This is an optimization exercise on Yosys and OpenROAD, whose aim is small area, not a production implementation.
Only simulation tests tie the RTL to the original design; equivalence was not proved.
Power figures rest on the tool's default switching activity, not on a simulated workload.

==> flow/design.v, too long to show whole: its modules and the start of the top module <==
// module idct_swap: 32 lines
// module idct_mac1: 860 lines
// module idct_mac2: 892 lines
// module idct_mac4: 526 lines
// module IDCT_all: 179 lines
module IDCT_all(seq_in, mode, clk, reset, seq_out_4, seq_out_8);
  // ...
==> flow/flow/run.sh <==
#!/bin/bash
# Layout flow: the standard flow (standard.sh) with these changes.
#
#  1. Synthesis runs with SYNTH_OPERATIONS_ARGS=-noabc: Yosys's generic
#     "abc -fast" pass is skipped before full-adder extraction, so the
#     ripple-carry adders of the RTL map straight onto full-adder cells
#     instead of full adders wrapped in inverters.
#  2. The combinational logic of that netlist (all but registers, full/half
#     adders and tie cells) is mapped again by ABC with a shorter script
#     (flow/reopt.ys, flow/reopt.abc: an area-oriented amap), and checked equivalent to it
#     (flow/equiv.ys).
#     After each of steps 1 and 2 the registers are compared with the
#     standard synthesis (same instance names and cell types); if a step
#     fails or changes them, the flow goes back to the previous netlist.
#  3. Clock tree synthesis without dummy loads and with larger sink clusters
#     driven by clkbuf_8 leaf buffers (CTS_ARGS).
#  4. Every input and output port still gets its own buffer, but a buf_1
#     instead of the default clkdlybuf4s50_1 (BUFFER_PORTS_ARGS).
#
# Everything else (floorplan, power grid, placement, routing, finishing) is
# standard.sh unchanged. Each step's output goes to its own log file here.
set -uo pipefail

RES=orfs/results/${FLOW_PLATFORM}/IDCT_all/base
LOGS=orfs/logs/${FLOW_PLATFORM}/IDCT_all/base
YOSYS=$(command -v yosys || echo "$FLOW_HOME/../tools/install/yosys/bin/yosys")

flops() {
    grep -oE 'sky130_fd_sc_hd__[a-z0-9_]+ +[^ (]+ *\(' "$1" \
        | grep -E 'sky130_fd_sc_hd__(s?e?df|dl)' | sed 's/ *($//' | sort
}

same_flops() {   # $1: netlist; compared with the standard synthesis
    flops "$1" > flops_check.txt && [[ -s flops_standard.txt ]] \
        && cmp -s flops_standard.txt flops_check.txt
}

use_netlist() {  # $1: netlist to lay out; rebuilds 1_synth.odb from it
    rm -f "$RES/1_2_yosys.v" "$RES/1_synth.odb" "$RES/1_synth.sdc"
    cp "$1" "$RES/1_2_yosys.v"
    [[ -f "$RES/1_2_yosys.sdc" ]] || cp "$FLOW_SDC" "$RES/1_2_yosys.sdc"
    bash standard.sh synth > "synth_odb_$(basename "$1" .v).log" 2>&1
}

# 1. reference: the standard synthesis
bash standard.sh synth > synth_standard.log 2>&1 || exit 1
cp "$RES/1_2_yosys.v" synth_standard.v
cp "$LOGS/1_2_yosys.log" synth_standard_yosys.log 2>/dev/null
flops synth_standard.v > flops_standard.txt
chosen=synth_standard.v

# 1'. synthesis without the generic abc pass
rm -f "$RES/1_2_yosys.v" "$RES/1_2_yosys.sdc" "$RES/1_synth.odb" "$RES/1_synth.sdc"
if SYNTH_OPERATIONS_ARGS=-noabc bash standard.sh synth > synth_noabc.log 2>&1 \
    && [[ -s "$RES/1_2_yosys.v" ]] && same_flops "$RES/1_2_yosys.v"; then
    cp "$RES/1_2_yosys.v" synth_noabc.v
    chosen=synth_noabc.v
    echo "noabc synthesis: used" > synth_choice.txt
else
    echo "noabc synthesis: failed or registers differ, not used" > synth_choice.txt
fi

# 2. re-map the combinational logic
LIB=$(make -s -C "$FLOW_HOME" DESIGN_CONFIG="$PWD/config.mk" WORK_HOME="$PWD/orfs" print-LIB_FILES 2>/dev/null | sed 's/^LIB_FILES: *//' | awk '{print $1}')
DONTUSE=$(make -s -C "$FLOW_HOME" DESIGN_CONFIG="$PWD/config.mk" WORK_HOME="$PWD/orfs" print-DONT_USE_CELLS 2>/dev/null | sed 's/^DONT_USE_CELLS: *//' | awk '{for (i = 1; i <= NF; i++) printf "-dont_use %s ", $i}')
PERIOD_PS=$(awk -v p="$FLOW_PERIOD_NS" 'BEGIN {printf "%d", p * 1000}')
printf 'set_driving_cell sky130_fd_sc_hd__buf_1\nset_load 5\n' > reopt.constr
sed -e "s#@LIB@#$LIB#g" -e "s#@IN@#$chosen#" -e "s#@OUT@#reopt.v#" -e "s#@TOP@#$FLOW_TOP#" \
    -e "s#@DONTUSE@#$DONTUSE#" -e "s#@CONSTR@#-constr reopt.constr#" -e "s#@PERIOD_PS@#$PERIOD_PS#" \
    -e "s#@ABC@#flow/reopt.abc#" flow/reopt.ys > reopt.ys
sed -e "s#@LIB@#$LIB#g" -e "s#@GOLD@#$chosen#" -e "s#@GATE@#reopt.v#" -e "s#@TOP@#$FLOW_TOP#g" \
    flow/equiv.ys > equiv.ys
if [[ -n "$LIB" ]] && timeout 1800 "$YOSYS" -s reopt.ys > reopt_yosys.log 2>&1 \
    && [[ -s reopt.v ]] && same_flops reopt.v \
    && timeout 1800 "$YOSYS" -s equiv.ys > reopt_equiv.log 2>&1; then
    chosen=reopt.v
    echo "re-mapped netlist: used" >> synth_choice.txt
else
    echo "re-mapped netlist: failed, not equivalent or registers differ, not used" >> synth_choice.txt
fi
use_netlist "$chosen" || { use_netlist synth_standard.v || exit 1; }

# 3. the rest of the standard flow, with the clock tree and port buffer settings
BUFFER_PORTS_ARGS="-buffer_cell sky130_fd_sc_hd__buf_1" \
CTS_ARGS="-sink_clustering_enable -repair_clock_nets -dont_use_dummy_load -sink_clustering_size 16 -sink_clustering_max_diameter 60 -buf_list sky130_fd_sc_hd__clkbuf_8" \
    bash standard.sh finish > finish.log 2>&1 || exit 1

[[ -s out/final.def ]]
==> flow/flow/equiv.ys <==
# The re-mapped netlist must do what the synthesized one does, register for
# register (registers are black boxes with the same names in both).
read_liberty -ignore_miss_func @LIB@
read_verilog @GOLD@
rename @TOP@ gold
read_verilog @GATE@
rename @TOP@ gate
blackbox sky130_fd_sc_hd__*df* sky130_fd_sc_hd__*dl* sky130_fd_sc_hd__fa_* sky130_fd_sc_hd__ha_* sky130_fd_sc_hd__conb_*
flatten
equiv_make gold gate eq
hierarchy -top eq
equiv_simple
equiv_status -assert
==> flow/flow/reopt.abc <==
strash
dch
amap -F 3 -A 8
strash
dch
amap -F 3 -A 8
strash
dch
amap -F 3 -A 8
topo
stime -c
buffer -c
upsize -c
dnsize -c
==> flow/flow/reopt.ys <==
# Re-map the combinational logic of the synthesized netlist with a shorter
# ABC script. Registers, full/half adders and tie cells are kept as they are
# (black boxes); everything else is flattened into logic and mapped again.
read_liberty -ignore_miss_func @LIB@
read_verilog @IN@
hierarchy -top @TOP@
blackbox sky130_fd_sc_hd__*df* sky130_fd_sc_hd__*dl* sky130_fd_sc_hd__fa_* sky130_fd_sc_hd__ha_* sky130_fd_sc_hd__conb_*
flatten
opt_clean -purge
abc -liberty @LIB@ @DONTUSE@ @CONSTR@ -D @PERIOD_PS@ -script @ABC@
opt_clean -purge
setundef -zero
hilomap -singleton -hicell sky130_fd_sc_hd__conb_1 HI -locell sky130_fd_sc_hd__conb_1 LO
splitnets
opt_clean -purge
insbuf -buf sky130_fd_sc_hd__buf_4 A X
stat -liberty @LIB@
write_verilog -noattr -nohex -nodec @OUT@
==> flow/standard.sh <==
#!/bin/bash
# synth_recipe.tcl (not shown) runs the flow's synth.tcl, then flattens the netlist and writes it again
# the make line also repeats each setting of config.mk as NAME=value (left out here)
make -C /OpenROAD-flow-scripts/flow DESIGN_CONFIG=/design/flow/config.mk WORK_HOME=/design/flow/orfs CLKGATE_MAP_FILE= SYNTH_SCRIPT=/design/flow/synth_recipe.tcl "${@:-finish}"
==> flow/config.mk <==
export PLATFORM = sky130hd
export DESIGN_NAME = IDCT_all
export DESIGN_NICKNAME = IDCT_all
export VERILOG_FILES = /design/flow/design.v
export SDC_FILE = /design/flow/constraint.sdc
export NUM_CORES = 8
export LEC_CHECK = 0
export CAP_MARGIN = 20
export CORE_MARGIN = 2
export CORE_UTILIZATION = 45
export SLEW_MARGIN = 20
==> flow/constraint.sdc <==
create_clock -name core_clock -period 10.0 [get_ports {clk}]
set_input_delay 2.0000 -clock core_clock [delete_from_list [all_inputs] [get_ports {clk}]]
set_output_delay 2.0000 -clock core_clock [all_outputs]
set_load 0.01 [all_outputs]
==> results.tsv, run 1 <==
stage	metric	value	unit
sta	fin_tns_setup	0	ps
setup_path	cp_data_required_time	10660	ps
global_route	top_usage_layer	met2	
route	wl	146700	um
finish	signal_buffers	177	
power	power.group.top	combinational logic	
finish	fill_cells	15458	
power	clkPwrFrac	12.0	%
setup_path	critPathCapture	pass2.b4[11]$_DFF_P_	
power	power	33660	uW
sta	rsz0062_at_grt	false	
finish	largest_register_ffs	448	
run_status	status	timing/DRC/antenna clean	
place	io_buffers	68	
route	drc	0	
route	detail_route.first_pass.iterations	8	
synthesis	synth_fp_nets	7510	
sta	hold_slack	242.9	ps
die	fp.dieH	418.5	um
clock_tree	cts_setup_buffers	0	
finish	drive_gt1_share	5.653	%
finish	ff_latch_area	43320	sq um
sta	drv_slew	0	
finish	area_delta_synth_final	6.271	%
power	p_comb_share	45.2	%
setup_path	cp.depth	24	
die	pin_count	78	
setup_path	cp_max_fo	6	
global_route	grt_pass1_vias	45201	
finish	seq_cells	2163	
sta	post-route-period-util	95.30	%
die	initial_core_util	45.17	%
power	swShare	37.62	%
finish	non_clock_buffer_area_share	1.328	%
setup_path	r2r_slack	470	ps
global_route	grt_start_max_net_pins	94	
run	cap_violations	0	
finish	final-clk-cell-share	2.865	%
==> run 2: changes to the inputs <==
--- a/flow/flow/run.sh
+++ b/flow/flow/run.sh
@@ -7,7 +7,7 @@
 #     instead of full adders wrapped in inverters.
 #  2. The combinational logic of that netlist (all but registers, full/half
 #     adders and tie cells) is mapped again by ABC with a shorter script
-#     (flow/reopt.ys, flow/reopt.abc: an area-oriented amap), and checked equivalent to it
+#     (flow/reopt.ys, flow/reopt.abc), and checked equivalent to it
 #     (flow/equiv.ys).
 #     After each of steps 1 and 2 the registers are compared with the
 #     standard synthesis (same instance names and cell types); if a step
@@ -66,7 +66,7 @@
 PERIOD_PS=$(awk -v p="$FLOW_PERIOD_NS" 'BEGIN {printf "%d", p * 1000}')
 printf 'set_driving_cell sky130_fd_sc_hd__buf_1\nset_load 5\n' > reopt.constr
 sed -e "s#@LIB@#$LIB#g" -e "s#@IN@#$chosen#" -e "s#@OUT@#reopt.v#" -e "s#@TOP@#$FLOW_TOP#" \
-    -e "s#@DONTUSE@#$DONTUSE#" -e "s#@CONSTR@#-constr reopt.constr#" -e "s#@PERIOD_PS@#$PERIOD_PS#" \
+    -e "s#@DONTUSE@#$DONTUSE#" -e "s#@CONSTR@##" -e "s#@PERIOD_PS@#$PERIOD_PS#" \
     -e "s#@ABC@#flow/reopt.abc#" flow/reopt.ys > reopt.ys
 sed -e "s#@LIB@#$LIB#g" -e "s#@GOLD@#$chosen#" -e "s#@GATE@#reopt.v#" -e "s#@TOP@#$FLOW_TOP#g" \
     flow/equiv.ys > equiv.ys
==> flow/flow/reopt.abc (replaced) <==
&get -n
&st
&dch
&nf
&put
buffer -c
topo
stime -c
upsize -c
dnsize -c
==> run 2 against run 1 <==
  * Still clean on timing, DRC and antenna
  * Critical path depth is 3 lower
  * Sequential cell count stayed put
  * Power hardly changed
  * Cell area is 2.0% higher
  * Via count is 11% lower
  * Die area is 1.1% higher
  * Wire length is 7.2% lower
  * Final cell count is 6.2% lower
  * Register-to-register slack better by 60 ps
  * Global-route usage is 1.1 points lower
  * Worst hold slack better by 19 ps
  * Clock-buffer cell count is 4 higher
  * Critical path type unchanged
  * Critical endpoint is now pass2.b3[11]$_DFF_P_
==> results.tsv, run 2 <==
stage	metric	value	unit	change
synthesis	synth_area	78160	sq um	was 77310 sq um
power	p_switching	11980	uW	was 12660 uW
clock_tree	htree_levels	4		unchanged
clock_tree	path_clk_slew	90	ps	about the same
place	dp_hpwl	95630	um	was 103000 um
clock_tree	cts_tree	yes		unchanged
die	fp.dieH	420.8	um	was 418.5 um
clock_tree	cts_setup_buffers	0		unchanged
finish	stdcell_count	8437		was 8993
finish	utilization	48.70	%	was 48.00%
synthesis	syn_avg_cell_area	13.16	sq um	was 11.44 sq um
finish	final_cell_area	83820	sq um	was 82160 sq um
sta	fmax	105.6	MHz	was 104.9 MHz
setup_path	r2r_slack	530	ps	was 470 ps
route	vias	40681		was 45747
clock_tree	cts.sinks	2163		unchanged
global_route	overflow	0		unchanged
run_status	status	timing/DRC/antenna clean		unchanged
sta	relSlewSlack	32.10	%	was 31.51%
sta	fin_tns_setup	0	ps	unchanged
clock_tree	ctsLongestPathBuffers	3		unchanged
worst_hold_path	hold_class	register to register		unchanged
global_route	antenna_found_initial	1		was 2
run	cap_violations	0		unchanged
power	power.leakage	0.03412	uW	was 0.03426 uW
setup_path	start_kind	register		unchanged
die	row_count	152		unchanged
clock_tree	ctsHoldBuffers	0		unchanged
setup_path	cp_data_required_time	10720	ps	was 10660 ps
route	initialDrtViolationCount	2692		was 3388
power	vdd_drop_max	0.4717	mV	was 0.3792 mV
finish	reg_top3	sw8c.line (448), z8b (336), sw8b.line (224)		unchanged
die	die-area	177000	sq um	was 175100 sq um
route	viasPerCell	4.822		was 5.087
clock_tree	clock_latency	930	ps	was 910 ps
global_route	grt_start_max_net_pins	96		was 94
synthesis	netlist_instances	5938		was 6755
global_route	grt_use_total	15.95	%	was 17.08%
power	swShare	35.60	%	was 37.62%
finish	final_common_cell	dfxtp_1		unchanged
setup_path	cp_max_fo	7		was 6
clock_tree	cts_buffers	175		was 171
synthesis	synth_warnings	17		unchanged
sta	drv_slew	0		unchanged
die	pin_count	78		unchanged
route	wl	136100	um	was 146700 um
finish	area_delta_synth_final	7.241	%	was 6.271%
die	coreArea	172100	sq um	was 171200 sq um
power	internal_power	21670	uW	was 21000 uW
sta	finalSetupViolations	0		unchanged
place	gp_congestion	0.8756		was 0.8835
sta	worstMarginPinSlew	1008	ps	was 1017 ps
clock_tree	cts-resized-gates	0		unchanged
sta	post-route-period-util	94.70	%	was 95.30%
die	die_x	420.8	um	was 418.5 um
power	p_comb_share	44.7	%	was 45.2%
synthesis	synth_fp_nets	6693		was 7510
setup_path	end_kind	register		unchanged
finish	final_cell_mix	dfxtp_1, fa_1, nor2b_1, nand2_1, a21oi_1		was dfxtp_1, nor2_1, fa_1, inv_1, o22ai_1
route	detail_route.first_pass.iterations	5		was 8
sta	hold_violations	0		unchanged
setup_path	critPathArrivalTime	10190	ps	about the same
finish	drive_gt1_share	10.61	%	was 5.653%
sta	skew	88.55	ps	was 116.2 ps
place	placed_cell_area	81340	sq um	was 79770 sq um
place	io_buffers	68		unchanged
route	drc	0		unchanged
power	clkPwrFrac	12.2	%	was 12.0%
sta	rsz0062_at_grt	false		unchanged
sta	min_period	9470	ps	was 9530 ps
finish	top_register	sw8c.line		unchanged
route	routedWlPerCell	16.13	um	was 16.31 um
setup_path	crit_type	register to register		unchanged
finish	fill_cells	15003		was 15458
global_route	grt_pass1_vias	41833		was 45201
power	p_seq_share	43.1	%	was 42.8%
power	power	33650	uW	was 33660 uW
route	ant_nets	0		unchanged
finish	largest_register_ffs	448		unchanged
clock_tree	cts_root_buffer	clkbuf_8		unchanged
power	p_per_area	401.4	nW/um^2	was 409.7 nW/um^2
place	dp.cells	8258		was 8820
die	initial_core_util	45.41	%	was 45.17%
global_route	grt_pass1_wl	226100	um	was 241800 um
finish	nNetsFinal	6883		was 7515
[run 2: routing by layer]
layer,up-vias,part of all wire (%),GRT usage [%]
met5,-,0,0
met4,0,2.5,4.799
met3,239,4.2,2.925
met2,716,43,23.64
met1,19817,50,23.70
li1,19909,-,-
[run 2: path summary, 6_finish.rpt]
check,from,end,cells past startpoint
worst max-delay path,pass2.xd[10]$_DFF_P_,pass2.b3[11]$_DFF_P_,21
worst min register to register,sw8c.line[12][12]$_DFF_P_,sw8c.line[13][12]$_DFF_P_,0
worst max register to register,pass2.xd[10]$_DFF_P_,pass2.b3[11]$_DFF_P_,21
worst min-delay path,sw8c.line[12][12]$_DFF_P_,sw8c.line[13][12]$_DFF_P_,0
[run 2: metrics by stage]
step / hold slack [ps] / worst slack (ps)
finish: 262.1 / 530.0
global route: 243.7 / 46.70
CTS: 243.8 / 446.7
detailed placement: 312.1 / 507.0
global placement: 309.6 / 598.7
floorplan: 309.6 / 585.6
[run 2: worst max-delay path, stage by stage (launching register included)]
cell and delay, ps:
dfxtp_1 520, fa_1 600, fa_1 470, fa_1 750
fa_1 560, fa_1 520, mux2i_1 140, a21o_1 160
a21boi_0 430, xnor2_1 160, fa_1 460, fa_1 470
fa_1 480, fa_1 460, fa_1 480, fa_1 480
fa_1 470, fa_1 470, fa_1 480, fa_1 450
xnor2_1 190, xnor2_1 90
[run 2: power by group through the flow]
stage               registers (uW)  clock network, uW  logic, uW
floorplan                    14300                  0      11600
global placement             14600                  0      14600
detailed placement           14700                  0      15300
CTS                          14600               4350      15400
global route                 15000               4650      17600
finish                       14500               4100      15100
[run 2: layout make-up]
type                    count  area (sq um)  share of cell area [%]
clock buffers             175          2409                   2.874
diodes                      1         2.502                0.002986
well taps                2310          2890                   3.448
inverters                  41         153.9                  0.1836
multi-input cells        3569         33910                   40.46
repair buffers            178          1121                   1.338
flip-flops and latches   2163         43330                   51.70

## re-timing with driven ports
The flow's constraints put no driver on any port. The routed layouts listed below were extracted and timed again, unchanged, in two steps. Step 1 sets driving cells, clkbuf_16 on the clock port and buf_2 on the other inputs (assumed; they add their load-dependent delay and slew). Step 2 also shifts input and output timing later by t, the mid clock arrival at the registers, as if the neighbouring blocks saw the same clock. Slacks: ideal / step 1 / step 2; pairs: ideal / step 1.
run | t, ns | slack for setup (ns) | worst data-port slew with drivers (ns)
run 1 | 0.934 | 0.470 / 0.470 / 0.470 | 0.03
run 2 | 0.951 | 0.530 / 0.530 / 0.530 | 0.03
After both steps every run listed still meets setup and hold.
